Context: an optimization exercise on an open-source flow, tuned for small area. The choices shown serve that exercise and are no tape-out recipe.
The RTL was checked by simulation tests, not by an equivalence proof against the original design.
Power is estimated from default activity; no workload was simulated.

## flow/design.v (module list and top-level ports; edited modules follow where they fit)
// module hann_window: 1189 lines
// module hw_a21o_1: 3 lines
// module hw_a221o_1: 3 lines
// module hw_a222oi_1: 3 lines
// module hw_a22o_1: 3 lines
// module hw_a31o_1: 3 lines
// module hw_a31oi_1: 3 lines
// module hw_a32o_1: 3 lines
// module hw_a32oi_1: 3 lines
// module hw_and2_1: 3 lines
// module hw_and3_1: 3 lines
// module hw_inv_1: 3 lines
// module hw_nand2_1: 3 lines
// module hw_nand3_1: 3 lines
// module hw_nand3b_1: 3 lines
// module hw_nand4_1: 3 lines
// module hw_nor2_1: 3 lines
// module hw_o21a_1: 3 lines
// module hw_o21ai_0: 3 lines
// module hw_o21bai_1: 3 lines
// module hw_o22a_1: 3 lines
// module hw_o22ai_1: 3 lines
// module hw_o311a_1: 3 lines
// module hw_o31a_1: 3 lines
// module hw_o32a_1: 3 lines
// module hw_or2_1: 3 lines
// module hw_or3_1: 3 lines
// module hw_xnor2_1: 3 lines
// module hw_fa: 4 lines
// module hw_ha: 4 lines
// module hann_windowing_unit: 58 lines
// module hann_dec: 319 lines
// module hann_cla: 564 lines
// module hann_mul: 694 lines
module hann_windowing_unit (
    input  wire        clk,
    input  wire        rst,
    input  wire        in_valid,
    input  wire [31:0] in_data,
    output reg         out_valid,
    output reg  [31:0] out_data
);
  // ...
==> flow/run.sh <==
#!/bin/bash
# synth_recipe.tcl (not shown) runs the flow's synth.tcl, then flattens the netlist and writes it again
# the make line also repeats each setting of config.mk as NAME=value (left out here)
make -C /OpenROAD-flow-scripts/flow DESIGN_CONFIG=/design/flow/config.mk WORK_HOME=/design/flow/orfs CLKGATE_MAP_FILE= SYNTH_SCRIPT=/design/flow/synth_recipe.tcl finish
==> flow/config.mk <==
export PLATFORM = sky130hd
export DESIGN_NAME = hann_windowing_unit
export DESIGN_NICKNAME = hann_windowing_unit
export VERILOG_FILES = /design/flow/design.v
export SDC_FILE = /design/flow/constraint.sdc
export NUM_CORES = 4
export LEC_CHECK = 0
export CAP_MARGIN = 20
export CORE_MARGIN = 2
export CORE_UTILIZATION = 40
export SLEW_MARGIN = 20
export SYNTH_HIERARCHICAL = 1
==> flow/constraint.sdc <==
create_clock -name core_clock -period 7.5 [get_ports {clk}]
set_input_delay 1.5000 -clock core_clock [delete_from_list [all_inputs] [get_ports {clk}]]
set_output_delay 1.5000 -clock core_clock [all_outputs]
set_load 0.01 [all_outputs]
==> impl_summary.log, run 1 <==
[metrics] GR Layer Usage met1: 35.4%
[metrics] final count of pins violating max slew: 0
[metrics] actual transition at the worst max-transition pin: 0.922 ns
[metrics] design area: 14300 um2
[metrics] Worst-Skew Late Latency: 0.44 ns
[metrics] worst-case clock skew: 0.0107 ns
[metrics] overflow left after global routing: 0
[metrics] met2 WL: 18600 um
[metrics] count of final setup violators: 0
[metrics] Max Freq: 147 MHz
[metrics] nets: 1568
[metrics] CP Cell Sequence: inv_1 -> nor2_2 -> buf_4 -> a222oi_1 -> fa_1 -> fa_1 -> fa_1 -> fa_1 -> nand2_1 -> nand3_1 -> nand3b_1 -> o21bai_1 -> a31oi_1 -> o21bai_1 -> nand2_1 -> a31oi_1 -> fa_1 -> fa_1 -> fa_1 -> fa_1
[metrics] layout multi-input combinational cell count: 915
[metrics] worst r2r dst: prod_n[15]
[metrics] CP arrival: 7.11 ns
[metrics] Clock Network Area Fraction: 4.01%
[metrics] Worst Setup Path Type: reg -> reg
[metrics] FP Rows: 64
[metrics] outcome: timing/DRC/antenna clean
[metrics] Worst path depth: 20
[metrics] Crit path largest cell delay: 0.71 ns
[metrics] count of inserted tapcells: 396
[metrics] Global Route met2 Usage: 38.9%
[metrics] number of global-route vias before repair: 11427
[metrics] area of the core: 30500 um2
==> module hann_mul, before the edit <==
module hann_mul (
    input  wire [15:0] x,
    input  wire [7:0]  pos, input wire [7:0] posn, input wire [7:0] two,
    input  wire [6:0]  neg, input wire [6:0] negn, input wire [7:0] pt,
    input  wire        twon7,
    output wire [15:0] yn
);
    wire [15:0] xn;
    hw_inv_1 u_xn0 (.A(x[0]), .Y(xn[0]));
    hw_inv_1 u_xn1 (.A(x[1]), .Y(xn[1]));
    hw_inv_1 u_xn2 (.A(x[2]), .Y(xn[2]));
    hw_inv_1 u_xn3 (.A(x[3]), .Y(xn[3]));
    hw_inv_1 u_xn4 (.A(x[4]), .Y(xn[4]));
    hw_inv_1 u_xn5 (.A(x[5]), .Y(xn[5]));
    hw_inv_1 u_xn6 (.A(x[6]), .Y(xn[6]));
    hw_inv_1 u_xn7 (.A(x[7]), .Y(xn[7]));
    hw_inv_1 u_xn8 (.A(x[8]), .Y(xn[8]));
    hw_inv_1 u_xn9 (.A(x[9]), .Y(xn[9]));
    hw_inv_1 u_xn10 (.A(x[10]), .Y(xn[10]));
    hw_inv_1 u_xn11 (.A(x[11]), .Y(xn[11]));
    hw_inv_1 u_xn12 (.A(x[12]), .Y(xn[12]));
    hw_inv_1 u_xn13 (.A(x[13]), .Y(xn[13]));
    hw_inv_1 u_xn14 (.A(x[14]), .Y(xn[14]));
    hw_inv_1 u_xn15 (.A(x[15]), .Y(xn[15]));
    wire pn0_0;
    wire pn0_1;
    wire pn0_2;
    wire pn0_3;
    wire pn0_4;
    wire pn0_5;
    wire pn0_6;
    wire pn0_7;
    wire pn0_8;
    wire pn0_9;
    wire pn0_10;
    wire pn0_11;
    wire pn0_12;
    wire pn0_13;
    wire pn0_14;
    wire pn0_15;
    wire pn0_16;
    wire pn1_0;
    wire pn1_1;
    wire pn1_2;
    wire pn1_3;
    wire pn1_4;
    wire pn1_5;
    wire pn1_6;
    wire pn1_7;
    wire pn1_8;
    wire pn1_9;
    wire pn1_10;
    wire pn1_11;
    wire pn1_12;
    wire pn1_13;
    wire pn1_14;
    wire pn1_15;
    wire pn1_16;
    wire pn2_0;
    wire pn2_1;
    wire pn2_2;
    wire pn2_3;
    wire pn2_4;
    wire pn2_5;
    wire pn2_6;
    wire pn2_7;
    wire pn2_8;
    wire pn2_9;
    wire pn2_10;
    wire pn2_11;
    wire pn2_12;
    wire pn2_13;
    wire pn2_14;
    wire pn2_15;
    wire pn2_16;
    wire pn3_0;
    wire pn3_1;
    wire pn3_2;
    wire pn3_3;
    wire pn3_4;
    wire pn3_5;
    wire pn3_6;
    wire pn3_7;
    wire pn3_8;
    wire pn3_9;
    wire pn3_10;
    wire pn3_11;
    wire pn3_12;
    wire pn3_13;
    wire pn3_14;
    wire pn3_15;
    wire pn3_16;
    wire pn4_0;
    wire pn4_1;
    wire pn4_2;
    wire pn4_3;
    wire pn4_4;
    wire pn4_5;
    wire pn4_6;
    wire pn4_7;
    wire pn4_8;
    wire pn4_9;
    wire pn4_10;
    wire pn4_11;
    wire pn4_12;
    wire pn4_13;
    wire pn4_14;
    wire pn4_15;
    wire pn4_16;
    wire pn5_0;
    wire pn5_1;
    wire pn5_2;
    wire pn5_3;
    wire pn5_4;
    wire pn5_5;
    wire pn5_6;
    wire pn5_7;
    wire pn5_8;
    wire pn5_9;
    wire pn5_10;
    wire pn5_11;
    wire pn5_12;
    wire pn5_13;
    wire pn5_14;
    wire pn5_15;
    wire pn5_16;
    wire pn6_0;
    wire pn6_1;
    wire pn6_2;
    wire pn6_3;
    wire pn6_4;
    wire pn6_5;
    wire pn6_6;
    wire pn6_7;
    wire pn6_8;
    wire pn6_9;
    wire pn6_10;
    wire pn6_11;
    wire pn6_12;
    wire pn6_13;
    wire pn6_14;
    wire pn6_15;
    wire pn6_16;
    wire pn7_0;
    wire pn7_1;
    wire pn7_2;
    wire pn7_3;
    wire pn7_4;
    wire pn7_5;
    wire pn7_6;
    wire pn7_7;
    wire pn7_8;
    wire pn7_9;
    wire pn7_10;
    wire pn7_11;
    wire pn7_12;
    wire pn7_13;
    wire pn7_14;
    wire pn7_15;
    wire pn7_16;
    wire t1;
    wire t2;
    wire t3;
    wire t4;
    wire t5;
    wire t6;
    wire t7;
    wire t8;
    wire t9;
    wire t10;
    wire t11;
    wire t12;
    wire t13;
    wire t14;
    wire t15;
    wire t16;
    wire t17;
    wire t18;
    wire t19;
    wire t20;
    wire t21;
    wire t22;
    wire t23;
    wire t24;
    wire t25;
    wire t26;
    wire t27;
    wire t28;
    wire t29;
    wire t30;
    wire t31;
    wire t32;
    wire t33;
    wire t34;
    wire t35;
    wire t36;
    wire t37;
    wire t38;
    wire t39;
    wire t40;
    wire t41;
    wire t42;
    wire t43;
    wire t44;
    wire t45;
    wire t46;
    wire t47;
    wire t48;
    wire t49;
    wire t50;
    wire t51;
    wire t52;
    wire t53;
    wire t54;
    wire t55;
    wire t56;
    wire t57;
    wire t58;
    wire t59;
    wire t60;
    wire t61;
    wire t62;
    wire t63;
    wire t64;
    wire t65;
    wire t66;
    wire t67;
    wire t68;
    wire t69;
    wire t70;
    wire t71;
    wire t72;
    wire t73;
    wire t74;
    wire t75;
    wire t76;
    wire t77;
    wire t78;
    wire t79;
    wire t80;
    wire t81;
    wire t82;
    wire t83;
    wire t84;
    wire t85;
    wire t86;
    wire t87;
    wire t88;
    wire t89;
    wire t90;
    wire t91;
    wire t92;
    wire t93;
    wire t94;
    wire t95;
    wire t96;
    wire t97;
    wire t98;
    wire t99;
    wire t100;
    wire t101;
    wire t102;
    wire t103;
    wire t104;
    wire t105;
    wire t106;
    wire t107;
    wire t108;
    wire t109;
    wire t110;
    wire t111;
    wire t112;
    wire t113;
    wire t114;
    wire t115;
    wire t116;
    wire t117;
    wire t118;
    wire t119;
    wire t120;
    wire t121;
    wire t122;
    wire t123;
    wire t124;
    wire t125;
    wire t126;
    wire t127;
    wire t128;
    wire t129;
    wire t130;
    wire t131;
    wire t132;
    wire t133;
    wire t134;
    wire t135;
    wire t136;
    wire t137;
    wire t138;
    wire t139;
    wire t140;
    wire t141;
    wire t142;
    wire t143;
    wire t144;
    wire t145;
    wire t146;
    wire t147;
    wire t148;
    wire t149;
    wire t150;
    wire t151;
    wire t152;
    wire t153;
    wire t154;
    wire t155;
    wire t156;
    wire t157;
    wire t158;
    wire t159;
    wire t160;
    wire t161;
    wire t162;
    wire t163;
    wire t164;
    wire t165;
    wire t166;
    wire t167;
    wire t168;
    wire t169;
    wire t170;
    wire t171;
    wire t172;
    wire t173;
    wire t174;
    wire t175;
    wire t176;
    wire t177;
    wire t178;
    wire t179;
    wire t180;
    wire t181;
    wire t182;
    wire t183;
    wire t184;
    wire t185;
    wire t186;
    wire t187;
    wire t188;
    wire t189;
    wire t190;
    wire t191;
    wire t192;
    wire t193;
    wire t194;
    wire t195;
    wire t196;
    wire t197;
    wire t198;
    wire t199;
    wire t200;
    wire t201;
    wire t202;
    wire t203;
    wire t204;
    wire t205;
    wire t206;
    wire t207;
    wire t208;
    wire t209;
    wire t210;
    wire t211;
    wire t212;
    wire t213;
    wire t214;
    wire t215;
    wire t216;
    wire t217;
    wire t218;
    wire t219;
    wire t220;
    wire t221;
    wire t222;
    wire t223;
    wire t224;
    wire t225;
    wire t226;
    wire t227;
    wire t228;
    wire t229;
    wire t230;
    wire t231;
    wire t232;
    wire t233;
    wire t234;
    wire t235;
    wire t236;
    wire t237;
    wire t238;
    wire t239;
    wire t240;
    wire t241;
    wire t242;
    wire t243;
    wire t244;
    wire t245;
    wire t246;
    wire t247;
    wire t248;
    wire t249;
    wire t250;
    wire t251;
    wire t252;
    hw_o22a_1 u_pn0_0 (.A1(posn[0]), .A2(xn[0]), .B1(negn[0]), .B2(x[0]), .X(pn0_0));
    hw_a222oi_1 u_pn0_1 (.A1(pos[0]), .A2(x[1]), .B1(neg[0]), .B2(xn[1]), .C1(two[0]), .C2(x[0]), .Y(pn0_1));
    hw_a222oi_1 u_pn0_2 (.A1(pos[0]), .A2(x[2]), .B1(neg[0]), .B2(xn[2]), .C1(two[0]), .C2(x[1]), .Y(pn0_2));
    hw_a222oi_1 u_pn0_3 (.A1(pos[0]), .A2(x[3]), .B1(neg[0]), .B2(xn[3]), .C1(two[0]), .C2(x[2]), .Y(pn0_3));
    hw_a222oi_1 u_pn0_4 (.A1(pos[0]), .A2(x[4]), .B1(neg[0]), .B2(xn[4]), .C1(two[0]), .C2(x[3]), .Y(pn0_4));
    hw_a222oi_1 u_pn0_5 (.A1(pos[0]), .A2(x[5]), .B1(neg[0]), .B2(xn[5]), .C1(two[0]), .C2(x[4]), .Y(pn0_5));
    hw_a222oi_1 u_pn0_6 (.A1(pos[0]), .A2(x[6]), .B1(neg[0]), .B2(xn[6]), .C1(two[0]), .C2(x[5]), .Y(pn0_6));
    hw_a222oi_1 u_pn0_7 (.A1(pos[0]), .A2(x[7]), .B1(neg[0]), .B2(xn[7]), .C1(two[0]), .C2(x[6]), .Y(pn0_7));
    hw_a222oi_1 u_pn0_8 (.A1(pos[0]), .A2(x[8]), .B1(neg[0]), .B2(xn[8]), .C1(two[0]), .C2(x[7]), .Y(pn0_8));
    hw_a222oi_1 u_pn0_9 (.A1(pos[0]), .A2(x[9]), .B1(neg[0]), .B2(xn[9]), .C1(two[0]), .C2(x[8]), .Y(pn0_9));
    hw_a222oi_1 u_pn0_10 (.A1(pos[0]), .A2(x[10]), .B1(neg[0]), .B2(xn[10]), .C1(two[0]), .C2(x[9]), .Y(pn0_10));
    hw_a222oi_1 u_pn0_11 (.A1(pos[0]), .A2(x[11]), .B1(neg[0]), .B2(xn[11]), .C1(two[0]), .C2(x[10]), .Y(pn0_11));
    hw_a222oi_1 u_pn0_12 (.A1(pos[0]), .A2(x[12]), .B1(neg[0]), .B2(xn[12]), .C1(two[0]), .C2(x[11]), .Y(pn0_12));
    hw_a222oi_1 u_pn0_13 (.A1(pos[0]), .A2(x[13]), .B1(neg[0]), .B2(xn[13]), .C1(two[0]), .C2(x[12]), .Y(pn0_13));
    hw_a222oi_1 u_pn0_14 (.A1(pos[0]), .A2(x[14]), .B1(neg[0]), .B2(xn[14]), .C1(two[0]), .C2(x[13]), .Y(pn0_14));
    hw_a222oi_1 u_pn0_15 (.A1(pos[0]), .A2(x[15]), .B1(neg[0]), .B2(xn[15]), .C1(two[0]), .C2(x[14]), .Y(pn0_15));
    hw_a22o_1 u_pn0_16 (.A1(pt[0]), .A2(x[15]), .B1(neg[0]), .B2(xn[15]), .X(pn0_16));
    hw_o22a_1 u_pn1_0 (.A1(posn[1]), .A2(xn[0]), .B1(negn[1]), .B2(x[0]), .X(pn1_0));
    hw_a222oi_1 u_pn1_1 (.A1(pos[1]), .A2(x[1]), .B1(neg[1]), .B2(xn[1]), .C1(two[1]), .C2(x[0]), .Y(pn1_1));
    hw_a222oi_1 u_pn1_2 (.A1(pos[1]), .A2(x[2]), .B1(neg[1]), .B2(xn[2]), .C1(two[1]), .C2(x[1]), .Y(pn1_2));
    hw_a222oi_1 u_pn1_3 (.A1(pos[1]), .A2(x[3]), .B1(neg[1]), .B2(xn[3]), .C1(two[1]), .C2(x[2]), .Y(pn1_3));
    hw_a222oi_1 u_pn1_4 (.A1(pos[1]), .A2(x[4]), .B1(neg[1]), .B2(xn[4]), .C1(two[1]), .C2(x[3]), .Y(pn1_4));
    hw_a222oi_1 u_pn1_5 (.A1(pos[1]), .A2(x[5]), .B1(neg[1]), .B2(xn[5]), .C1(two[1]), .C2(x[4]), .Y(pn1_5));
    hw_a222oi_1 u_pn1_6 (.A1(pos[1]), .A2(x[6]), .B1(neg[1]), .B2(xn[6]), .C1(two[1]), .C2(x[5]), .Y(pn1_6));
    hw_a222oi_1 u_pn1_7 (.A1(pos[1]), .A2(x[7]), .B1(neg[1]), .B2(xn[7]), .C1(two[1]), .C2(x[6]), .Y(pn1_7));
    hw_a222oi_1 u_pn1_8 (.A1(pos[1]), .A2(x[8]), .B1(neg[1]), .B2(xn[8]), .C1(two[1]), .C2(x[7]), .Y(pn1_8));
    hw_a222oi_1 u_pn1_9 (.A1(pos[1]), .A2(x[9]), .B1(neg[1]), .B2(xn[9]), .C1(two[1]), .C2(x[8]), .Y(pn1_9));
    hw_a222oi_1 u_pn1_10 (.A1(pos[1]), .A2(x[10]), .B1(neg[1]), .B2(xn[10]), .C1(two[1]), .C2(x[9]), .Y(pn1_10));
    hw_a222oi_1 u_pn1_11 (.A1(pos[1]), .A2(x[11]), .B1(neg[1]), .B2(xn[11]), .C1(two[1]), .C2(x[10]), .Y(pn1_11));
    hw_a222oi_1 u_pn1_12 (.A1(pos[1]), .A2(x[12]), .B1(neg[1]), .B2(xn[12]), .C1(two[1]), .C2(x[11]), .Y(pn1_12));
    hw_a222oi_1 u_pn1_13 (.A1(pos[1]), .A2(x[13]), .B1(neg[1]), .B2(xn[13]), .C1(two[1]), .C2(x[12]), .Y(pn1_13));
    hw_a222oi_1 u_pn1_14 (.A1(pos[1]), .A2(x[14]), .B1(neg[1]), .B2(xn[14]), .C1(two[1]), .C2(x[13]), .Y(pn1_14));
    hw_a222oi_1 u_pn1_15 (.A1(pos[1]), .A2(x[15]), .B1(neg[1]), .B2(xn[15]), .C1(two[1]), .C2(x[14]), .Y(pn1_15));
    hw_a22o_1 u_pn1_16 (.A1(pt[1]), .A2(x[15]), .B1(neg[1]), .B2(xn[15]), .X(pn1_16));
    hw_o22a_1 u_pn2_0 (.A1(posn[2]), .A2(xn[0]), .B1(negn[2]), .B2(x[0]), .X(pn2_0));
    hw_a222oi_1 u_pn2_1 (.A1(pos[2]), .A2(x[1]), .B1(neg[2]), .B2(xn[1]), .C1(two[2]), .C2(x[0]), .Y(pn2_1));
    hw_a222oi_1 u_pn2_2 (.A1(pos[2]), .A2(x[2]), .B1(neg[2]), .B2(xn[2]), .C1(two[2]), .C2(x[1]), .Y(pn2_2));
    hw_a222oi_1 u_pn2_3 (.A1(pos[2]), .A2(x[3]), .B1(neg[2]), .B2(xn[3]), .C1(two[2]), .C2(x[2]), .Y(pn2_3));
    hw_a222oi_1 u_pn2_4 (.A1(pos[2]), .A2(x[4]), .B1(neg[2]), .B2(xn[4]), .C1(two[2]), .C2(x[3]), .Y(pn2_4));
    hw_a222oi_1 u_pn2_5 (.A1(pos[2]), .A2(x[5]), .B1(neg[2]), .B2(xn[5]), .C1(two[2]), .C2(x[4]), .Y(pn2_5));
    hw_a222oi_1 u_pn2_6 (.A1(pos[2]), .A2(x[6]), .B1(neg[2]), .B2(xn[6]), .C1(two[2]), .C2(x[5]), .Y(pn2_6));
    hw_a222oi_1 u_pn2_7 (.A1(pos[2]), .A2(x[7]), .B1(neg[2]), .B2(xn[7]), .C1(two[2]), .C2(x[6]), .Y(pn2_7));
    hw_a222oi_1 u_pn2_8 (.A1(pos[2]), .A2(x[8]), .B1(neg[2]), .B2(xn[8]), .C1(two[2]), .C2(x[7]), .Y(pn2_8));
    hw_a222oi_1 u_pn2_9 (.A1(pos[2]), .A2(x[9]), .B1(neg[2]), .B2(xn[9]), .C1(two[2]), .C2(x[8]), .Y(pn2_9));
    hw_a222oi_1 u_pn2_10 (.A1(pos[2]), .A2(x[10]), .B1(neg[2]), .B2(xn[10]), .C1(two[2]), .C2(x[9]), .Y(pn2_10));
    hw_a222oi_1 u_pn2_11 (.A1(pos[2]), .A2(x[11]), .B1(neg[2]), .B2(xn[11]), .C1(two[2]), .C2(x[10]), .Y(pn2_11));
    hw_a222oi_1 u_pn2_12 (.A1(pos[2]), .A2(x[12]), .B1(neg[2]), .B2(xn[12]), .C1(two[2]), .C2(x[11]), .Y(pn2_12));
    hw_a222oi_1 u_pn2_13 (.A1(pos[2]), .A2(x[13]), .B1(neg[2]), .B2(xn[13]), .C1(two[2]), .C2(x[12]), .Y(pn2_13));
    hw_a222oi_1 u_pn2_14 (.A1(pos[2]), .A2(x[14]), .B1(neg[2]), .B2(xn[14]), .C1(two[2]), .C2(x[13]), .Y(pn2_14));
    hw_a222oi_1 u_pn2_15 (.A1(pos[2]), .A2(x[15]), .B1(neg[2]), .B2(xn[15]), .C1(two[2]), .C2(x[14]), .Y(pn2_15));
    hw_a22o_1 u_pn2_16 (.A1(pt[2]), .A2(x[15]), .B1(neg[2]), .B2(xn[15]), .X(pn2_16));
    hw_o22a_1 u_pn3_0 (.A1(posn[3]), .A2(xn[0]), .B1(negn[3]), .B2(x[0]), .X(pn3_0));
    hw_a222oi_1 u_pn3_1 (.A1(pos[3]), .A2(x[1]), .B1(neg[3]), .B2(xn[1]), .C1(two[3]), .C2(x[0]), .Y(pn3_1));
    hw_a222oi_1 u_pn3_2 (.A1(pos[3]), .A2(x[2]), .B1(neg[3]), .B2(xn[2]), .C1(two[3]), .C2(x[1]), .Y(pn3_2));
    hw_a222oi_1 u_pn3_3 (.A1(pos[3]), .A2(x[3]), .B1(neg[3]), .B2(xn[3]), .C1(two[3]), .C2(x[2]), .Y(pn3_3));
    hw_a222oi_1 u_pn3_4 (.A1(pos[3]), .A2(x[4]), .B1(neg[3]), .B2(xn[4]), .C1(two[3]), .C2(x[3]), .Y(pn3_4));
    hw_a222oi_1 u_pn3_5 (.A1(pos[3]), .A2(x[5]), .B1(neg[3]), .B2(xn[5]), .C1(two[3]), .C2(x[4]), .Y(pn3_5));
    hw_a222oi_1 u_pn3_6 (.A1(pos[3]), .A2(x[6]), .B1(neg[3]), .B2(xn[6]), .C1(two[3]), .C2(x[5]), .Y(pn3_6));
    hw_a222oi_1 u_pn3_7 (.A1(pos[3]), .A2(x[7]), .B1(neg[3]), .B2(xn[7]), .C1(two[3]), .C2(x[6]), .Y(pn3_7));
    hw_a222oi_1 u_pn3_8 (.A1(pos[3]), .A2(x[8]), .B1(neg[3]), .B2(xn[8]), .C1(two[3]), .C2(x[7]), .Y(pn3_8));
    hw_a222oi_1 u_pn3_9 (.A1(pos[3]), .A2(x[9]), .B1(neg[3]), .B2(xn[9]), .C1(two[3]), .C2(x[8]), .Y(pn3_9));
    hw_a222oi_1 u_pn3_10 (.A1(pos[3]), .A2(x[10]), .B1(neg[3]), .B2(xn[10]), .C1(two[3]), .C2(x[9]), .Y(pn3_10));
    hw_a222oi_1 u_pn3_11 (.A1(pos[3]), .A2(x[11]), .B1(neg[3]), .B2(xn[11]), .C1(two[3]), .C2(x[10]), .Y(pn3_11));
    hw_a222oi_1 u_pn3_12 (.A1(pos[3]), .A2(x[12]), .B1(neg[3]), .B2(xn[12]), .C1(two[3]), .C2(x[11]), .Y(pn3_12));
    hw_a222oi_1 u_pn3_13 (.A1(pos[3]), .A2(x[13]), .B1(neg[3]), .B2(xn[13]), .C1(two[3]), .C2(x[12]), .Y(pn3_13));
    hw_a222oi_1 u_pn3_14 (.A1(pos[3]), .A2(x[14]), .B1(neg[3]), .B2(xn[14]), .C1(two[3]), .C2(x[13]), .Y(pn3_14));
    hw_a222oi_1 u_pn3_15 (.A1(pos[3]), .A2(x[15]), .B1(neg[3]), .B2(xn[15]), .C1(two[3]), .C2(x[14]), .Y(pn3_15));
    hw_a22o_1 u_pn3_16 (.A1(pt[3]), .A2(x[15]), .B1(neg[3]), .B2(xn[15]), .X(pn3_16));
    hw_o22a_1 u_pn4_0 (.A1(posn[4]), .A2(xn[0]), .B1(negn[4]), .B2(x[0]), .X(pn4_0));
    hw_a222oi_1 u_pn4_1 (.A1(pos[4]), .A2(x[1]), .B1(neg[4]), .B2(xn[1]), .C1(two[4]), .C2(x[0]), .Y(pn4_1));
    hw_a222oi_1 u_pn4_2 (.A1(pos[4]), .A2(x[2]), .B1(neg[4]), .B2(xn[2]), .C1(two[4]), .C2(x[1]), .Y(pn4_2));
    hw_a222oi_1 u_pn4_3 (.A1(pos[4]), .A2(x[3]), .B1(neg[4]), .B2(xn[3]), .C1(two[4]), .C2(x[2]), .Y(pn4_3));
    hw_a222oi_1 u_pn4_4 (.A1(pos[4]), .A2(x[4]), .B1(neg[4]), .B2(xn[4]), .C1(two[4]), .C2(x[3]), .Y(pn4_4));
    hw_a222oi_1 u_pn4_5 (.A1(pos[4]), .A2(x[5]), .B1(neg[4]), .B2(xn[5]), .C1(two[4]), .C2(x[4]), .Y(pn4_5));
    hw_a222oi_1 u_pn4_6 (.A1(pos[4]), .A2(x[6]), .B1(neg[4]), .B2(xn[6]), .C1(two[4]), .C2(x[5]), .Y(pn4_6));
    hw_a222oi_1 u_pn4_7 (.A1(pos[4]), .A2(x[7]), .B1(neg[4]), .B2(xn[7]), .C1(two[4]), .C2(x[6]), .Y(pn4_7));
    hw_a222oi_1 u_pn4_8 (.A1(pos[4]), .A2(x[8]), .B1(neg[4]), .B2(xn[8]), .C1(two[4]), .C2(x[7]), .Y(pn4_8));
    hw_a222oi_1 u_pn4_9 (.A1(pos[4]), .A2(x[9]), .B1(neg[4]), .B2(xn[9]), .C1(two[4]), .C2(x[8]), .Y(pn4_9));
    hw_a222oi_1 u_pn4_10 (.A1(pos[4]), .A2(x[10]), .B1(neg[4]), .B2(xn[10]), .C1(two[4]), .C2(x[9]), .Y(pn4_10));
    hw_a222oi_1 u_pn4_11 (.A1(pos[4]), .A2(x[11]), .B1(neg[4]), .B2(xn[11]), .C1(two[4]), .C2(x[10]), .Y(pn4_11));
    hw_a222oi_1 u_pn4_12 (.A1(pos[4]), .A2(x[12]), .B1(neg[4]), .B2(xn[12]), .C1(two[4]), .C2(x[11]), .Y(pn4_12));
    hw_a222oi_1 u_pn4_13 (.A1(pos[4]), .A2(x[13]), .B1(neg[4]), .B2(xn[13]), .C1(two[4]), .C2(x[12]), .Y(pn4_13));
    hw_a222oi_1 u_pn4_14 (.A1(pos[4]), .A2(x[14]), .B1(neg[4]), .B2(xn[14]), .C1(two[4]), .C2(x[13]), .Y(pn4_14));
    hw_a222oi_1 u_pn4_15 (.A1(pos[4]), .A2(x[15]), .B1(neg[4]), .B2(xn[15]), .C1(two[4]), .C2(x[14]), .Y(pn4_15));
    hw_a22o_1 u_pn4_16 (.A1(pt[4]), .A2(x[15]), .B1(neg[4]), .B2(xn[15]), .X(pn4_16));
    hw_o22a_1 u_pn5_0 (.A1(posn[5]), .A2(xn[0]), .B1(negn[5]), .B2(x[0]), .X(pn5_0));
    hw_a222oi_1 u_pn5_1 (.A1(pos[5]), .A2(x[1]), .B1(neg[5]), .B2(xn[1]), .C1(two[5]), .C2(x[0]), .Y(pn5_1));
    hw_a222oi_1 u_pn5_2 (.A1(pos[5]), .A2(x[2]), .B1(neg[5]), .B2(xn[2]), .C1(two[5]), .C2(x[1]), .Y(pn5_2));
    hw_a222oi_1 u_pn5_3 (.A1(pos[5]), .A2(x[3]), .B1(neg[5]), .B2(xn[3]), .C1(two[5]), .C2(x[2]), .Y(pn5_3));
    hw_a222oi_1 u_pn5_4 (.A1(pos[5]), .A2(x[4]), .B1(neg[5]), .B2(xn[4]), .C1(two[5]), .C2(x[3]), .Y(pn5_4));
    hw_a222oi_1 u_pn5_5 (.A1(pos[5]), .A2(x[5]), .B1(neg[5]), .B2(xn[5]), .C1(two[5]), .C2(x[4]), .Y(pn5_5));
    hw_a222oi_1 u_pn5_6 (.A1(pos[5]), .A2(x[6]), .B1(neg[5]), .B2(xn[6]), .C1(two[5]), .C2(x[5]), .Y(pn5_6));
    hw_a222oi_1 u_pn5_7 (.A1(pos[5]), .A2(x[7]), .B1(neg[5]), .B2(xn[7]), .C1(two[5]), .C2(x[6]), .Y(pn5_7));
    hw_a222oi_1 u_pn5_8 (.A1(pos[5]), .A2(x[8]), .B1(neg[5]), .B2(xn[8]), .C1(two[5]), .C2(x[7]), .Y(pn5_8));
    hw_a222oi_1 u_pn5_9 (.A1(pos[5]), .A2(x[9]), .B1(neg[5]), .B2(xn[9]), .C1(two[5]), .C2(x[8]), .Y(pn5_9));
    hw_a222oi_1 u_pn5_10 (.A1(pos[5]), .A2(x[10]), .B1(neg[5]), .B2(xn[10]), .C1(two[5]), .C2(x[9]), .Y(pn5_10));
    hw_a222oi_1 u_pn5_11 (.A1(pos[5]), .A2(x[11]), .B1(neg[5]), .B2(xn[11]), .C1(two[5]), .C2(x[10]), .Y(pn5_11));
    hw_a222oi_1 u_pn5_12 (.A1(pos[5]), .A2(x[12]), .B1(neg[5]), .B2(xn[12]), .C1(two[5]), .C2(x[11]), .Y(pn5_12));
    hw_a222oi_1 u_pn5_13 (.A1(pos[5]), .A2(x[13]), .B1(neg[5]), .B2(xn[13]), .C1(two[5]), .C2(x[12]), .Y(pn5_13));
    hw_a222oi_1 u_pn5_14 (.A1(pos[5]), .A2(x[14]), .B1(neg[5]), .B2(xn[14]), .C1(two[5]), .C2(x[13]), .Y(pn5_14));
    hw_a222oi_1 u_pn5_15 (.A1(pos[5]), .A2(x[15]), .B1(neg[5]), .B2(xn[15]), .C1(two[5]), .C2(x[14]), .Y(pn5_15));
    hw_a22o_1 u_pn5_16 (.A1(pt[5]), .A2(x[15]), .B1(neg[5]), .B2(xn[15]), .X(pn5_16));
    hw_o22a_1 u_pn6_0 (.A1(posn[6]), .A2(xn[0]), .B1(negn[6]), .B2(x[0]), .X(pn6_0));
    hw_a222oi_1 u_pn6_1 (.A1(pos[6]), .A2(x[1]), .B1(neg[6]), .B2(xn[1]), .C1(two[6]), .C2(x[0]), .Y(pn6_1));
    hw_a222oi_1 u_pn6_2 (.A1(pos[6]), .A2(x[2]), .B1(neg[6]), .B2(xn[2]), .C1(two[6]), .C2(x[1]), .Y(pn6_2));
    hw_a222oi_1 u_pn6_3 (.A1(pos[6]), .A2(x[3]), .B1(neg[6]), .B2(xn[3]), .C1(two[6]), .C2(x[2]), .Y(pn6_3));
    hw_a222oi_1 u_pn6_4 (.A1(pos[6]), .A2(x[4]), .B1(neg[6]), .B2(xn[4]), .C1(two[6]), .C2(x[3]), .Y(pn6_4));
    hw_a222oi_1 u_pn6_5 (.A1(pos[6]), .A2(x[5]), .B1(neg[6]), .B2(xn[5]), .C1(two[6]), .C2(x[4]), .Y(pn6_5));
    hw_a222oi_1 u_pn6_6 (.A1(pos[6]), .A2(x[6]), .B1(neg[6]), .B2(xn[6]), .C1(two[6]), .C2(x[5]), .Y(pn6_6));
    hw_a222oi_1 u_pn6_7 (.A1(pos[6]), .A2(x[7]), .B1(neg[6]), .B2(xn[7]), .C1(two[6]), .C2(x[6]), .Y(pn6_7));
    hw_a222oi_1 u_pn6_8 (.A1(pos[6]), .A2(x[8]), .B1(neg[6]), .B2(xn[8]), .C1(two[6]), .C2(x[7]), .Y(pn6_8));
    hw_a222oi_1 u_pn6_9 (.A1(pos[6]), .A2(x[9]), .B1(neg[6]), .B2(xn[9]), .C1(two[6]), .C2(x[8]), .Y(pn6_9));
    hw_a222oi_1 u_pn6_10 (.A1(pos[6]), .A2(x[10]), .B1(neg[6]), .B2(xn[10]), .C1(two[6]), .C2(x[9]), .Y(pn6_10));
    hw_a222oi_1 u_pn6_11 (.A1(pos[6]), .A2(x[11]), .B1(neg[6]), .B2(xn[11]), .C1(two[6]), .C2(x[10]), .Y(pn6_11));
    hw_a222oi_1 u_pn6_12 (.A1(pos[6]), .A2(x[12]), .B1(neg[6]), .B2(xn[12]), .C1(two[6]), .C2(x[11]), .Y(pn6_12));
    hw_a222oi_1 u_pn6_13 (.A1(pos[6]), .A2(x[13]), .B1(neg[6]), .B2(xn[13]), .C1(two[6]), .C2(x[12]), .Y(pn6_13));
    hw_a222oi_1 u_pn6_14 (.A1(pos[6]), .A2(x[14]), .B1(neg[6]), .B2(xn[14]), .C1(two[6]), .C2(x[13]), .Y(pn6_14));
    hw_a222oi_1 u_pn6_15 (.A1(pos[6]), .A2(x[15]), .B1(neg[6]), .B2(xn[15]), .C1(two[6]), .C2(x[14]), .Y(pn6_15));
    hw_a22o_1 u_pn6_16 (.A1(pt[6]), .A2(x[15]), .B1(neg[6]), .B2(xn[15]), .X(pn6_16));
    hw_nand2_1 u_pn7_0 (.A(pos[7]), .B(x[0]), .Y(pn7_0));
    hw_o22a_1 u_pn7_1 (.A1(posn[7]), .A2(xn[1]), .B1(twon7), .B2(xn[0]), .X(pn7_1));
    hw_o22a_1 u_pn7_2 (.A1(posn[7]), .A2(xn[2]), .B1(twon7), .B2(xn[1]), .X(pn7_2));
    hw_o22a_1 u_pn7_3 (.A1(posn[7]), .A2(xn[3]), .B1(twon7), .B2(xn[2]), .X(pn7_3));
    hw_o22a_1 u_pn7_4 (.A1(posn[7]), .A2(xn[4]), .B1(twon7), .B2(xn[3]), .X(pn7_4));
    hw_o22a_1 u_pn7_5 (.A1(posn[7]), .A2(xn[5]), .B1(twon7), .B2(xn[4]), .X(pn7_5));
    hw_o22a_1 u_pn7_6 (.A1(posn[7]), .A2(xn[6]), .B1(twon7), .B2(xn[5]), .X(pn7_6));
    hw_o22a_1 u_pn7_7 (.A1(posn[7]), .A2(xn[7]), .B1(twon7), .B2(xn[6]), .X(pn7_7));
    hw_o22a_1 u_pn7_8 (.A1(posn[7]), .A2(xn[8]), .B1(twon7), .B2(xn[7]), .X(pn7_8));
    hw_o22a_1 u_pn7_9 (.A1(posn[7]), .A2(xn[9]), .B1(twon7), .B2(xn[8]), .X(pn7_9));
    hw_o22a_1 u_pn7_10 (.A1(posn[7]), .A2(xn[10]), .B1(twon7), .B2(xn[9]), .X(pn7_10));
    hw_o22a_1 u_pn7_11 (.A1(posn[7]), .A2(xn[11]), .B1(twon7), .B2(xn[10]), .X(pn7_11));
    hw_o22a_1 u_pn7_12 (.A1(posn[7]), .A2(xn[12]), .B1(twon7), .B2(xn[11]), .X(pn7_12));
    hw_o22a_1 u_pn7_13 (.A1(posn[7]), .A2(xn[13]), .B1(twon7), .B2(xn[12]), .X(pn7_13));
    hw_o22a_1 u_pn7_14 (.A1(posn[7]), .A2(xn[14]), .B1(twon7), .B2(xn[13]), .X(pn7_14));
    hw_o22a_1 u_pn7_15 (.A1(posn[7]), .A2(xn[15]), .B1(twon7), .B2(xn[14]), .X(pn7_15));
    hw_and2_1 u_pn7_16 (.A(pt[7]), .B(x[15]), .X(pn7_16));
    hw_xnor2_1 u_t1 (.A(pn0_10), .B(pn1_8), .Y(t1));
    hw_or2_1 u_t2 (.A(pn0_10), .B(pn1_8), .X(t2));
    hw_xnor2_1 u_t3 (.A(pn0_11), .B(pn1_9), .Y(t3));
    hw_or2_1 u_t4 (.A(pn0_11), .B(pn1_9), .X(t4));
    hw_fa u_t5 (.a(pn0_12), .b(pn1_10), .c(pn2_8), .s(t5), .co(t6));
    hw_xnor2_1 u_t7 (.A(pn3_6), .B(pn4_4), .Y(t7));
    hw_or2_1 u_t8 (.A(pn3_6), .B(pn4_4), .X(t8));
    hw_fa u_t9 (.a(pn0_13), .b(pn1_11), .c(pn2_9), .s(t9), .co(t10));
    hw_xnor2_1 u_t11 (.A(pn3_7), .B(pn4_5), .Y(t11));
    hw_or2_1 u_t12 (.A(pn3_7), .B(pn4_5), .X(t12));
    hw_fa u_t13 (.a(pn0_14), .b(pn1_12), .c(pn2_10), .s(t13), .co(t14));
    hw_fa u_t15 (.a(pn3_8), .b(pn4_6), .c(pn5_4), .s(t15), .co(t16));
    hw_fa u_t17 (.a(pn0_15), .b(pn1_13), .c(pn2_11), .s(t17), .co(t18));
    hw_fa u_t19 (.a(pn3_9), .b(pn4_7), .c(pn5_5), .s(t19), .co(t20));
    hw_ha u_t21 (.a(pn0_16), .b(pn1_14), .s(t21), .co(t22));
    hw_fa u_t23 (.a(pn2_12), .b(pn3_10), .c(pn4_8), .s(t23), .co(t24));
    hw_xnor2_1 u_t25 (.A(pn5_6), .B(pn6_4), .Y(t25));
    hw_or2_1 u_t26 (.A(pn5_6), .B(pn6_4), .X(t26));
    hw_ha u_t27 (.a(pn1_15), .b(pn2_13), .s(t27), .co(t28));
    hw_fa u_t29 (.a(pn3_11), .b(pn4_9), .c(pn5_7), .s(t29), .co(t30));
    hw_xnor2_1 u_t31 (.A(pn6_5), .B(pn7_3), .Y(t31));
    hw_or2_1 u_t32 (.A(pn6_5), .B(pn7_3), .X(t32));
    hw_fa u_t33 (.a(pn1_16), .b(pn2_14), .c(pn3_12), .s(t33), .co(t34));
    hw_fa u_t35 (.a(pn4_10), .b(pn5_8), .c(pn6_6), .s(t35), .co(t36));
    hw_ha u_t37 (.a(pn2_15), .b(pn3_13), .s(t37), .co(t38));
    hw_xnor2_1 u_t39 (.A(pn4_11), .B(pn5_9), .Y(t39));
    hw_or2_1 u_t40 (.A(pn4_11), .B(pn5_9), .X(t40));
    hw_fa u_t41 (.a(pn2_16), .b(pn3_14), .c(pn4_12), .s(t41), .co(t42));
    hw_inv_1 u_t43 (.A(pn3_15), .Y(t43));
    hw_xnor2_1 u_t45 (.A(pn0_6), .B(pn1_4), .Y(t45));
    hw_or2_1 u_t46 (.A(pn0_6), .B(pn1_4), .X(t46));
    hw_xnor2_1 u_t47 (.A(pn0_7), .B(pn1_5), .Y(t47));
    hw_or2_1 u_t48 (.A(pn0_7), .B(pn1_5), .X(t48));
    hw_fa u_t49 (.a(pn0_8), .b(pn1_6), .c(pn2_4), .s(t49), .co(t50));
    hw_xnor2_1 u_t51 (.A(pn3_2), .B(pn4_0), .Y(t51));
    hw_or2_1 u_t52 (.A(pn3_2), .B(pn4_0), .X(t52));
    hw_fa u_t53 (.a(pn0_9), .b(pn1_7), .c(pn2_5), .s(t53), .co(t54));
    hw_xnor2_1 u_t55 (.A(pn3_3), .B(pn4_1), .Y(t55));
    hw_or2_1 u_t56 (.A(pn3_3), .B(pn4_1), .X(t56));
    hw_fa u_t57 (.a(t1), .b(pn2_6), .c(pn3_4), .s(t57), .co(t58));
    hw_fa u_t59 (.a(pn4_2), .b(pn5_0), .c(negn[5]), .s(t59), .co(t60));
    hw_fa u_t61 (.a(t3), .b(pn2_7), .c(pn3_5), .s(t61), .co(t62));
    hw_fa u_t63 (.a(pn4_3), .b(pn5_1), .c(t2), .s(t63), .co(t64));
    hw_fa u_t65 (.a(t5), .b(t7), .c(pn5_2), .s(t65), .co(t66));
    hw_fa u_t67 (.a(pn6_0), .b(negn[6]), .c(t4), .s(t67), .co(t68));
    hw_fa u_t69 (.a(t9), .b(t11), .c(pn5_3), .s(t69), .co(t70));
    hw_fa u_t71 (.a(pn6_1), .b(t6), .c(t8), .s(t71), .co(t72));
    hw_fa u_t73 (.a(t13), .b(t15), .c(pn6_2), .s(t73), .co(t74));
    hw_fa u_t75 (.a(pn7_0), .b(t10), .c(t12), .s(t75), .co(t76));
    hw_fa u_t77 (.a(t17), .b(t19), .c(pn6_3), .s(t77), .co(t78));
    hw_fa u_t79 (.a(pn7_1), .b(t14), .c(t16), .s(t79), .co(t80));
    hw_fa u_t81 (.a(t21), .b(t23), .c(t25), .s(t81), .co(t82));
    hw_fa u_t83 (.a(pn7_2), .b(t18), .c(t20), .s(t83), .co(t84));
    hw_fa u_t85 (.a(t27), .b(t29), .c(t31), .s(t85), .co(t86));
    hw_fa u_t87 (.a(t22), .b(t24), .c(t26), .s(t87), .co(t88));
    hw_fa u_t89 (.a(t33), .b(t35), .c(pn7_4), .s(t89), .co(t90));
    hw_fa u_t91 (.a(t28), .b(t30), .c(t32), .s(t91), .co(t92));
    hw_fa u_t93 (.a(t37), .b(t39), .c(pn6_7), .s(t93), .co(t94));
    hw_fa u_t95 (.a(pn7_5), .b(t34), .c(t36), .s(t95), .co(t96));
    hw_fa u_t97 (.a(t41), .b(pn5_10), .c(pn6_8), .s(t97), .co(t98));
    hw_fa u_t99 (.a(pn7_6), .b(t38), .c(t40), .s(t99), .co(t100));
    hw_fa u_t101 (.a(t43), .b(pn4_13), .c(pn5_11), .s(t101), .co(t102));
    hw_fa u_t103 (.a(pn6_9), .b(pn7_7), .c(t42), .s(t103), .co(t104));
    hw_fa u_t105 (.a(pn3_16), .b(pn4_14), .c(pn5_12), .s(t105), .co(t106));
    hw_fa u_t107 (.a(pn6_10), .b(pn7_8), .c(pn3_15), .s(t107), .co(t108));
    hw_ha u_t109 (.a(pn4_15), .b(pn5_13), .s(t109), .co(t110));
    hw_xnor2_1 u_t111 (.A(pn6_11), .B(pn7_9), .Y(t111));
    hw_or2_1 u_t112 (.A(pn6_11), .B(pn7_9), .X(t112));
    hw_fa u_t113 (.a(pn4_16), .b(pn5_14), .c(pn6_12), .s(t113), .co(t114));
    hw_inv_1 u_t115 (.A(pn5_15), .Y(t115));
    hw_xnor2_1 u_t117 (.A(pn0_4), .B(pn1_2), .Y(t117));
    hw_or2_1 u_t118 (.A(pn0_4), .B(pn1_2), .X(t118));
    hw_xnor2_1 u_t119 (.A(pn0_5), .B(pn1_3), .Y(t119));
    hw_or2_1 u_t120 (.A(pn0_5), .B(pn1_3), .X(t120));
    hw_fa u_t121 (.a(t45), .b(pn2_2), .c(pn3_0), .s(t121), .co(t122));
    hw_fa u_t123 (.a(t47), .b(pn2_3), .c(pn3_1), .s(t123), .co(t124));
    hw_fa u_t125 (.a(t49), .b(t51), .c(negn[4]), .s(t125), .co(t126));
    hw_fa u_t127 (.a(t53), .b(t55), .c(t50), .s(t127), .co(t128));
    hw_fa u_t129 (.a(t57), .b(t59), .c(t54), .s(t129), .co(t130));
    hw_fa u_t131 (.a(t61), .b(t63), .c(t58), .s(t131), .co(t132));
    hw_fa u_t133 (.a(t65), .b(t67), .c(t62), .s(t133), .co(t134));
    hw_fa u_t135 (.a(t69), .b(t71), .c(t66), .s(t135), .co(t136));
    hw_fa u_t137 (.a(t73), .b(t75), .c(t70), .s(t137), .co(t138));
    hw_fa u_t139 (.a(t77), .b(t79), .c(t74), .s(t139), .co(t140));
    hw_fa u_t141 (.a(t81), .b(t83), .c(t78), .s(t141), .co(t142));
    hw_fa u_t143 (.a(t85), .b(t87), .c(t82), .s(t143), .co(t144));
    hw_fa u_t145 (.a(t89), .b(t91), .c(t86), .s(t145), .co(t146));
    hw_fa u_t147 (.a(t93), .b(t95), .c(t90), .s(t147), .co(t148));
    hw_fa u_t149 (.a(t97), .b(t99), .c(t94), .s(t149), .co(t150));
    hw_fa u_t151 (.a(t101), .b(t103), .c(t98), .s(t151), .co(t152));
    hw_fa u_t153 (.a(t105), .b(t107), .c(t102), .s(t153), .co(t154));
    hw_fa u_t155 (.a(t109), .b(t111), .c(t106), .s(t155), .co(t156));
    hw_fa u_t157 (.a(t113), .b(pn7_10), .c(t110), .s(t157), .co(t158));
    hw_fa u_t159 (.a(t115), .b(pn6_13), .c(pn7_11), .s(t159), .co(t160));
    hw_fa u_t161 (.a(pn5_16), .b(pn6_14), .c(pn7_12), .s(t161), .co(t162));
    hw_inv_1 u_t163 (.A(pn6_15), .Y(t163));
    hw_xnor2_1 u_t165 (.A(pn0_2), .B(pn1_0), .Y(t165));
    hw_or2_1 u_t166 (.A(pn0_2), .B(pn1_0), .X(t166));
    hw_xnor2_1 u_t167 (.A(pn0_3), .B(pn1_1), .Y(t167));
    hw_or2_1 u_t168 (.A(pn0_3), .B(pn1_1), .X(t168));
    hw_fa u_t169 (.a(t117), .b(pn2_0), .c(negn[2]), .s(t169), .co(t170));
    hw_fa u_t171 (.a(t119), .b(pn2_1), .c(t118), .s(t171), .co(t172));
    hw_fa u_t173 (.a(t121), .b(negn[3]), .c(t120), .s(t173), .co(t174));
    hw_fa u_t175 (.a(t123), .b(t46), .c(t122), .s(t175), .co(t176));
    hw_fa u_t177 (.a(t125), .b(t48), .c(t124), .s(t177), .co(t178));
    hw_fa u_t179 (.a(t127), .b(t52), .c(t126), .s(t179), .co(t180));
    hw_fa u_t181 (.a(t129), .b(t56), .c(t128), .s(t181), .co(t182));
    hw_fa u_t183 (.a(t131), .b(t60), .c(t130), .s(t183), .co(t184));
    hw_fa u_t185 (.a(t133), .b(t64), .c(t132), .s(t185), .co(t186));
    hw_fa u_t187 (.a(t135), .b(t68), .c(t134), .s(t187), .co(t188));
    hw_fa u_t189 (.a(t137), .b(t72), .c(t136), .s(t189), .co(t190));
    hw_fa u_t191 (.a(t139), .b(t76), .c(t138), .s(t191), .co(t192));
    hw_fa u_t193 (.a(t141), .b(t80), .c(t140), .s(t193), .co(t194));
    hw_fa u_t195 (.a(t143), .b(t84), .c(t142), .s(t195), .co(t196));
    hw_fa u_t197 (.a(t145), .b(t88), .c(t144), .s(t197), .co(t198));
    hw_fa u_t199 (.a(t147), .b(t92), .c(t146), .s(t199), .co(t200));
    hw_fa u_t201 (.a(t149), .b(t96), .c(t148), .s(t201), .co(t202));
    hw_fa u_t203 (.a(t151), .b(t100), .c(t150), .s(t203), .co(t204));
    hw_fa u_t205 (.a(t153), .b(t104), .c(t152), .s(t205), .co(t206));
    hw_fa u_t207 (.a(t155), .b(t108), .c(t154), .s(t207), .co(t208));
    hw_fa u_t209 (.a(t157), .b(t112), .c(t156), .s(t209), .co(t210));
    hw_fa u_t211 (.a(t159), .b(t114), .c(t158), .s(t211), .co(t212));
    hw_fa u_t213 (.a(t161), .b(pn5_15), .c(t160), .s(t213), .co(t214));
    hw_fa u_t215 (.a(t163), .b(pn7_13), .c(t162), .s(t215), .co(t216));
    hw_fa u_t217 (.a(pn6_16), .b(pn7_14), .c(pn6_15), .s(t217), .co(t218));
    hw_inv_1 u_t219 (.A(pn7_15), .Y(t219));
    hw_fa u_t221 (.a(t191), .b(t190), .c(cn[0]), .s(t221), .co(t222));
    hw_fa u_t223 (.a(t193), .b(t192), .c(t222), .s(t223), .co(t224));
    hw_fa u_t225 (.a(t195), .b(t194), .c(t224), .s(t225), .co(t226));
    hw_fa u_t227 (.a(t197), .b(t196), .c(t226), .s(t227), .co(t228));
    hw_fa u_t229 (.a(t199), .b(t198), .c(cn[1]), .s(t229), .co(t230));
    hw_fa u_t231 (.a(t201), .b(t200), .c(t230), .s(t231), .co(t232));
    hw_fa u_t233 (.a(t203), .b(t202), .c(t232), .s(t233), .co(t234));
    hw_fa u_t235 (.a(t205), .b(t204), .c(t234), .s(t235), .co(t236));
    hw_fa u_t237 (.a(t207), .b(t206), .c(cn[2]), .s(t237), .co(t238));
    hw_fa u_t239 (.a(t209), .b(t208), .c(t238), .s(t239), .co(t240));
    hw_fa u_t241 (.a(t211), .b(t210), .c(t240), .s(t241), .co(t242));
    hw_fa u_t243 (.a(t213), .b(t212), .c(t242), .s(t243), .co(t244));
    hw_fa u_t245 (.a(t215), .b(t214), .c(cn[3]), .s(t245), .co(t246));
    hw_fa u_t247 (.a(t217), .b(t216), .c(t246), .s(t247), .co(t248));
    hw_fa u_t249 (.a(t219), .b(t218), .c(t248), .s(t249), .co(t250));
    hw_fa u_t251 (.a(pn7_16), .b(pn7_15), .c(t250), .s(t251), .co(t252));
    wire [3:0] cn;
    hann_cla u_cla (.ra({t213, t211, t209, t207, t205, t203, t201, t199, t197, t195, t193, t191, t189, t187, t185, t183, t181, t179, t177, t175, t173, t171, t169, t167, t165, pn0_1, pn0_0}), .rb({t212, t210, t208, t206, t204, t202, t200, t198, t196, t194, t192, t190, t188, t186, t184, t182, t180, t178, t176, t174, t172, t170, t168, t166, negn[1], 1'b1, negn[0]}), .cn(cn));
    assign yn = {t251, t249, t247, t245, t243, t241, t239, t237, t235, t233, t231, t229, t227, t225, t223, t221};
endmodule
==> run 2, diff against run 1 <==
--- a/flow/design.v
+++ b/flow/design.v
@@ -2599,37 +2599,21 @@
     wire t218;
     wire t219;
     wire t220;
-    wire t221;
     wire t222;
-    wire t223;
     wire t224;
-    wire t225;
     wire t226;
-    wire t227;
     wire t228;
-    wire t229;
     wire t230;
-    wire t231;
     wire t232;
-    wire t233;
     wire t234;
-    wire t235;
     wire t236;
-    wire t237;
     wire t238;
-    wire t239;
     wire t240;
-    wire t241;
     wire t242;
-    wire t243;
     wire t244;
-    wire t245;
     wire t246;
-    wire t247;
     wire t248;
-    wire t249;
     wire t250;
-    wire t251;
     wire t252;
     hw_o22a_1 u_pn0_0 (.A1(posn[0]), .A2(xn[0]), .B1(negn[0]), .B2(x[0]), .X(pn0_0));
     hw_a222oi_1 u_pn0_1 (.A1(pos[0]), .A2(x[1]), .B1(neg[0]), .B2(xn[1]), .C1(two[0]), .C2(x[0]), .Y(pn0_1));
@@ -2893,23 +2877,22 @@
     hw_fa u_t215 (.a(t163), .b(pn7_13), .c(t162), .s(t215), .co(t216));
     hw_fa u_t217 (.a(pn6_16), .b(pn7_14), .c(pn6_15), .s(t217), .co(t218));
     hw_inv_1 u_t219 (.A(pn7_15), .Y(t219));
-    hw_fa u_t221 (.a(t191), .b(t190), .c(cn[0]), .s(t221), .co(t222));
-    hw_fa u_t223 (.a(t193), .b(t192), .c(t222), .s(t223), .co(t224));
-    hw_fa u_t225 (.a(t195), .b(t194), .c(t224), .s(t225), .co(t226));
-    hw_fa u_t227 (.a(t197), .b(t196), .c(t226), .s(t227), .co(t228));
-    hw_fa u_t229 (.a(t199), .b(t198), .c(cn[1]), .s(t229), .co(t230));
-    hw_fa u_t231 (.a(t201), .b(t200), .c(t230), .s(t231), .co(t232));
-    hw_fa u_t233 (.a(t203), .b(t202), .c(t232), .s(t233), .co(t234));
-    hw_fa u_t235 (.a(t205), .b(t204), .c(t234), .s(t235), .co(t236));
-    hw_fa u_t237 (.a(t207), .b(t206), .c(cn[2]), .s(t237), .co(t238));
-    hw_fa u_t239 (.a(t209), .b(t208), .c(t238), .s(t239), .co(t240));
-    hw_fa u_t241 (.a(t211), .b(t210), .c(t240), .s(t241), .co(t242));
-    hw_fa u_t243 (.a(t213), .b(t212), .c(t242), .s(t243), .co(t244));
-    hw_fa u_t245 (.a(t215), .b(t214), .c(cn[3]), .s(t245), .co(t246));
-    hw_fa u_t247 (.a(t217), .b(t216), .c(t246), .s(t247), .co(t248));
-    hw_fa u_t249 (.a(t219), .b(t218), .c(t248), .s(t249), .co(t250));
-    hw_fa u_t251 (.a(pn7_16), .b(pn7_15), .c(t250), .s(t251), .co(t252));
+    hw_fa u_t221 (.a(t191), .b(t190), .c(cn[0]), .s(yn[0]), .co(t222));
+    hw_fa u_t223 (.a(t193), .b(t192), .c(t222), .s(yn[1]), .co(t224));
+    hw_fa u_t225 (.a(t195), .b(t194), .c(t224), .s(yn[2]), .co(t226));
+    hw_fa u_t227 (.a(t197), .b(t196), .c(t226), .s(yn[3]), .co(t228));
+    hw_fa u_t229 (.a(t199), .b(t198), .c(cn[1]), .s(yn[4]), .co(t230));
+    hw_fa u_t231 (.a(t201), .b(t200), .c(t230), .s(yn[5]), .co(t232));
+    hw_fa u_t233 (.a(t203), .b(t202), .c(t232), .s(yn[6]), .co(t234));
+    hw_fa u_t235 (.a(t205), .b(t204), .c(t234), .s(yn[7]), .co(t236));
+    hw_fa u_t237 (.a(t207), .b(t206), .c(cn[2]), .s(yn[8]), .co(t238));
+    hw_fa u_t239 (.a(t209), .b(t208), .c(t238), .s(yn[9]), .co(t240));
+    hw_fa u_t241 (.a(t211), .b(t210), .c(t240), .s(yn[10]), .co(t242));
+    hw_fa u_t243 (.a(t213), .b(t212), .c(t242), .s(yn[11]), .co(t244));
+    hw_fa u_t245 (.a(t215), .b(t214), .c(cn[3]), .s(yn[12]), .co(t246));
+    hw_fa u_t247 (.a(t217), .b(t216), .c(t246), .s(yn[13]), .co(t248));
+    hw_fa u_t249 (.a(t219), .b(t218), .c(t248), .s(yn[14]), .co(t250));
+    hw_fa u_t251 (.a(pn7_16), .b(pn7_15), .c(t250), .s(yn[15]), .co(t252));
     wire [3:0] cn;
     hann_cla u_cla (.ra({t213, t211, t209, t207, t205, t203, t201, t199, t197, t195, t193, t191, t189, t187, t185, t183, t181, t179, t177, t175, t173, t171, t169, t167, t165, pn0_1, pn0_0}), .rb({t212, t210, t208, t206, t204, t202, t200, t198, t196, t194, t192, t190, t188, t186, t184, t182, t180, t178, t176, t174, t172, t170, t168, t166, negn[1], 1'b1, negn[0]}), .cn(cn));
-    assign yn = {t251, t249, t247, t245, t243, t241, t239, t237, t235, t233, t231, t229, t227, t225, t223, t221};
 endmodule
==> flow/flow/run.sh (new file) <==
#!/bin/bash
# Standard layout, except that:
#  - the port buffers inserted before global placement are the platform's
#    smallest buffer (buf_1) instead of the one buffer_ports picks on its own;
#  - clock tree synthesis inserts no dummy loads.
# Everything else, synthesis included, is the standard.sh unchanged.
set -e
echo 'export BUFFER_PORTS_ARGS = -buffer_cell sky130_fd_sc_hd__buf_1' >> config.mk
echo 'export CTS_ARGS = -sink_clustering_enable -repair_clock_nets -buf_list sky130_fd_sc_hd__clkbuf_8 -dont_use_dummy_load' >> config.mk
bash standard.sh > standard.log 2>&1
==> flow/standard.sh (new file) <==
#!/bin/bash
# synth_recipe.tcl (not shown) runs the flow's synth.tcl, then flattens the netlist and writes it again
# the make line also repeats each setting of config.mk as NAME=value (left out here)
make -C /OpenROAD-flow-scripts/flow DESIGN_CONFIG=/design/flow/config.mk WORK_HOME=/design/flow/orfs CLKGATE_MAP_FILE= SYNTH_SCRIPT=/design/flow/synth_recipe.tcl "${@:-finish}"
--- a/flow/config.mk
+++ b/flow/config.mk
@@ -8,5 +8,8 @@
 export CAP_MARGIN = 20
 export CORE_MARGIN = 2
 export CORE_UTILIZATION = 40
+export CTS_BUF_LIST = sky130_fd_sc_hd__clkbuf_8
 export SLEW_MARGIN = 20
 export SYNTH_HIERARCHICAL = 1
+export BUFFER_PORTS_ARGS = -buffer_cell sky130_fd_sc_hd__buf_1
+export CTS_ARGS = -sink_clustering_enable -repair_clock_nets -buf_list sky130_fd_sc_hd__clkbuf_8 -dont_use_dummy_load
removed: flow/run.sh
==> run 2 against run 1 <==
Still clean on timing, DRC and antenna; count of clock-buffer cells in the layout down 4; fmax rose by 4.4%; final cell count down 1.1%; non-clock buffer count increased by 2; critical path depth fell by 1; routed wire length decreased by 4.6%; combinational power fell by 8%; via count is 2.2% lower.
==> impl_summary.log, run 2 <==
[metrics] number of vias per cell after detailed routing: 6.70 (was 6.78)
[metrics] Top cell by count, worst path: fa_1 (unchanged)
[metrics] final period demand of the worst path: 6.51 ns (was 6.79 ns)
[metrics] CTS hold repair buffers: 0 (unchanged)
[metrics] relative contribution of combinational cells to total power: 49.4% (was 45.7%)
[metrics] critical path launch point: digits_d[4] (unchanged)
[metrics] average routed wire per standard cell: 23.7 um (was 24.6 um)
[metrics] launching element type of the critical path: flop (unchanged)
[metrics] final count of pins violating max slew: 0 (unchanged)
[metrics] worst-case clock skew: 0.0314 ns (was 0.0107 ns)
[metrics] areal power density over the cells: 201 nW/um2 (was 224 nW/um2)
[metrics] Netlist Area Pre-Place: 12100 um2 (was 12400 um2)
[metrics] Worst Setup Path Type: reg -> reg (unchanged)
[metrics] GP Congestion: 0.949 (was 0.953)
[metrics] power share of the clock group: 16.5% (was 25.4%)
[metrics] CP Cell Sequence: inv_1 -> nor2_2 -> a222oi_1 -> fa_1 -> fa_1 -> fa_1 -> fa_1 -> nand2_1 -> nand3_1 -> nand3b_1 -> o21bai_1 -> a31oi_1 -> o21bai_1 -> nand2_1 -> a31oi_1 -> fa_1 -> fa_1 -> fa_1 -> fa_1 (was inv_1 -> nor2_2 -> buf_4 -> a222oi_1 -> fa_1 -> fa_1 -> fa_1 -> fa_1 -> nand2_1 -> nand3_1 -> nand3b_1 -> o21bai_1 -> a31oi_1 -> o21bai_1 -> nand2_1 -> a31oi_1 -> fa_1 -> fa_1 -> fa_1 -> fa_1)
[metrics] worst path buffer plus inverter count: 1 (was 2)
[metrics] kind of cell with the highest combined delay on the critical path: adder cells (unchanged)
[metrics] Hold Violations, Final: 0 (unchanged)
[metrics] count of final setup violators: 0 (unchanged)
[metrics] buffer count from post-CTS setup fixing: 0 (unchanged)
[metrics] NetSw: 1.12 mW (was 1.20 mW)
[metrics] worst setup path endpoint: prod_n[15] (unchanged)
[metrics] FP Rows: 63 (was 64)
[metrics] Worst path depth: 19 (was 20)
[metrics] path depth of the worst reg2reg path: 19 (was 20)
[metrics] total length of routed wires: 40500 um (was 42500 um)
[metrics] number of gates given a new drive strength after cts: 0 (unchanged)
[metrics] most frequent cells in the layout: a222oi_1, fa_1, inv_1, dfxtp_1, nand2_1 (unchanged)
[metrics] depth of the CTS H-tree: 4 (unchanged)
[metrics] Final Hold Slack: 0.346 ns (was 0.345 ns)
[metrics] fin worst setup slack: 0.995 ns (was 0.709 ns)
[metrics] number of optimization iterations in the first detailed-route pass: 15 (was 19)
[metrics] placed inst area: 13300 um2 (was 13700 um2)
[metrics] Antenna diodes: 0 (unchanged)
[metrics] CP arrival: 6.83 ns (was 7.11 ns)
[metrics] number of global-route vias before repair: 11206 (was 11427)
[metrics] core utilization of the finished layout: 45.4% (was 46.8%)
[metrics] antenna violations before repair: 0 (unchanged)
[metrics] worst r2r dst: prod_n[15] (unchanged)
[metrics] number of nets with antenna violations after detailed routing: 0 (unchanged)
[metrics] pin count of the biggest net entering global routing: 34 (unchanged)
[metrics] clock slew at the register clock pins of the worst setup and hold paths: 0.08 ns (was 0.06 ns)
[metrics] Max Freq: 154 MHz (was 147 MHz)
[metrics] most common library cell in the layout ignoring fill and taps: a222oi_1 (unchanged)
[metrics] part of the power in registers: 34.1% (was 28.9%)
[metrics] number of buffers added by the clock tree synthesis step: 17 (unchanged)
[metrics] startpoint of the worst-slack reg-to-reg timing path: digits_d[4] (unchanged)
[metrics] Critical Path End Type: flop (unchanged)
[metrics] Longest Clk Path Bufs: 2 (unchanged)
[metrics] Final TNS setup: 0 ns (unchanged)
[metrics] Yosys warning count: 7 (unchanged)
[metrics] Crit path largest cell delay: 0.73 ns (was 0.71 ns)
[metrics] TritonCTS clock tree: yes (unchanged)
[metrics] Initial Util: 40.7% (was 40.6%)
[metrics] critical-path cell with the highest stage delay: nor2_2 (unchanged)
[metrics] design area: 13500 um2 (was 14300 um2)
[metrics] fraction of final layout cells sized beyond drive strength 1: 6.44% (was 6.98%)
[metrics] Chip Width: 178 um (was 180 um)
[metrics] synthesized netlist cell count: 1188 (was 1220)
[metrics] master cell of the clock root buffer: clkbuf_8 (was clkbuf_16)
[metrics] unrepaired setup endpoints after global routing: false (unchanged)
[metrics] first-pass GRT wire length: 64200 um (was 65800 um)
[metrics] DPL Wire Length: 29400 um (was 30100 um)
[metrics] nets: 1570 (was 1568)
[metrics] total vias in the final route: 11462 (was 11718)
[metrics] crit share post-route: 86.7% (was 90.5%)
[metrics] path class of the lowest-slack min-delay path: reg -> reg (unchanged)
[metrics] Max VDD drop: 0.229 mV (was 0.220 mV)
[metrics] Post-Syn Area per Cell: 10.2 um2 (was 10.1 um2)
[metrics] Synthesized Nets: 1436 (was 1468)
[metrics] setup slack, reg-to-reg: 0.99 ns (was 0.71 ns)
[metrics] area of the die: 31800 um2 (was 32400 um2)
[metrics] Max Cap Violations: 0 (unchanged)
[metrics] cell total after placement: 1693 (was 1697)
[metrics] pre-CTS setup slack: 1.02 ns (was 0.928 ns)
[metrics] final standard cell count with taps included and fillers excluded: 1710 (was 1729)
[metrics] count of pins on the block boundary: 68 (unchanged)
[metrics] leakage power summed over all cells: 4.54 nW (was 4.86 nW)
[metrics] post-route DRC violation count: 0 (unchanged)
[metrics] clock sink total: 122 (unchanged)
[metrics] Largest regs: out_data x32, prod_n x32, sample_d x32 (unchanged)
[metrics] Critical Path RT: 7.82 ns (about the same)
[metrics] DRC violation total after the first TritonRoute iteration: 2587 (was 3035)
[metrics] Max transition margin: 37.5% (was 38.5%)
[metrics] Worst-Skew Late Latency: 0.47 ns (was 0.44 ns)
[metrics] maximum fanout along the worst path: 16 (was 17)
[metrics] area of the core: 29800 um2 (was 30500 um2)
[metrics] layout-stage area growth over the synthesis result: 11.4% (was 15.2%)
[metrics] actual transition at the worst max-transition pin: 0.936 ns (was 0.922 ns)
[metrics] Die Span Y: 178 um (was 180 um)
[metrics] overflow left after global routing: 0 (unchanged)
[metrics] design internal power: 1.59 mW (was 2.00 mW)
[metrics] Total GRT Usage: 26.3% (was 25.9%)
[metrics] net switching share of the total power: 41.2% (was 37.4%)
[metrics] total chip power: 2.71 mW (was 3.20 mW)
[metrics] number of buffers inserted by port buffering: 67 (unchanged)
[metrics] outcome: timing/DRC/antenna clean (unchanged)
run 2: final cells by class:
| cell class | count | area, um2 |
|---|---|---|
| Timing Repair Buffer | 117 | 627 |
| Clock buffer | 17 | 234 |
| Sequential cell | 122 | 2440 |
| Inverter | 149 | 559 |
| Fill cell | 2844 | 16300 |
| Multi-Input combinational cell | 915 | 9170 |
| Tap cell | 390 | 488 |
run 2: power by group through the flow:
stage / sequential, mW / combinational, mW / clock, mW
2_1_floorplan: 0.972 / 0.918 / 0
3_3_place_gp: 0.935 / 1.31 / 0
3_5_place_dp: 0.937 / 1.33 / 0
4_1_cts: 0.925 / 1.35 / 0.469
5_1_grt: 0.944 / 1.54 / 0.489
6_report: 0.925 / 1.34 / 0.447
run 2: worst register-to-register path, stage by stage, from the launching register on:
cell and delay, ns:
dfxtp_1 0.36, inv_1 0.08, nor2_2 0.73, a222oi_1 0.24, fa_1 0.55, fa_1 0.52, fa_1 0.53, fa_1 0.52
nand2_1 0.12, nand3_1 0.11, nand3b_1 0.17, o21bai_1 0.20, a31oi_1 0.27, o21bai_1 0.12, nand2_1 0.11, a31oi_1 0.11
fa_1 0.42, fa_1 0.39, fa_1 0.39, fa_1 0.42
run 2: worst min-delay path by stage:
stage | start | to | slack (ns) | cells past startpoint
after global routing | prod_n[0] | out_data[0] | 0.36 | 1
after CTS | prod_n[0] | out_data[0] | 0.35 | 1
final | prod_n[0] | out_data[0] | 0.35 | 1
after detailed placement | prod_n[13] | out_data[13] | 0.34 | 1
after floorplan | prod_n[0] | out_data[0] | 0.34 | 1
after global placement | prod_n[12] | out_data[12] | 0.34 | 1
run 2: layer usage:
| metal | share of wire, % | wire [um] | track usage (%) | up-vias |
|---|---|---|---|---|
| li1 | - | - | - | 4904 |
| met1 | 41 | 16500 | 37.5 | 5588 |
| met2 | 43 | 17600 | 38.8 | 842 |
| met3 | 12 | 4860 | 5.92 | 128 |
| met4 | 3.9 | 1560 | 9.82 | 0 |
| met5 | 0 | 0 | 0 | - |

==> port drivers added, routing unchanged <==
Ports are ideal in the flow. The routed layouts listed here were re-timed in OpenROAD. Step 1: set_driving_cell puts a clkbuf_16 on clk and a buf_2 on each other input, an assumption about the parent block. Step 2 times the ports against the registers' clock, not the clock port: input delays grow and output delays shrink by t, the midpoint of the rising clock arrivals with the driver on. Three values: no drivers, after step 1, after step 2; two values: the first two.
run	t (ns)	setup slack, ns	worst hold slack (ns)	clock arrival spread, ns	worst data-port slew with drivers (ns)
run 1	0.491	0.709 / 0.709 / 0.709	0.345 / 0.345 / 0.345	0.012 / 0.012	0.05
run 2	0.504	0.995 / 0.995 / 0.995	0.346 / 0.346 / 0.346	0.031 / 0.032	0.04
After both steps setup and hold are still met in every run listed.
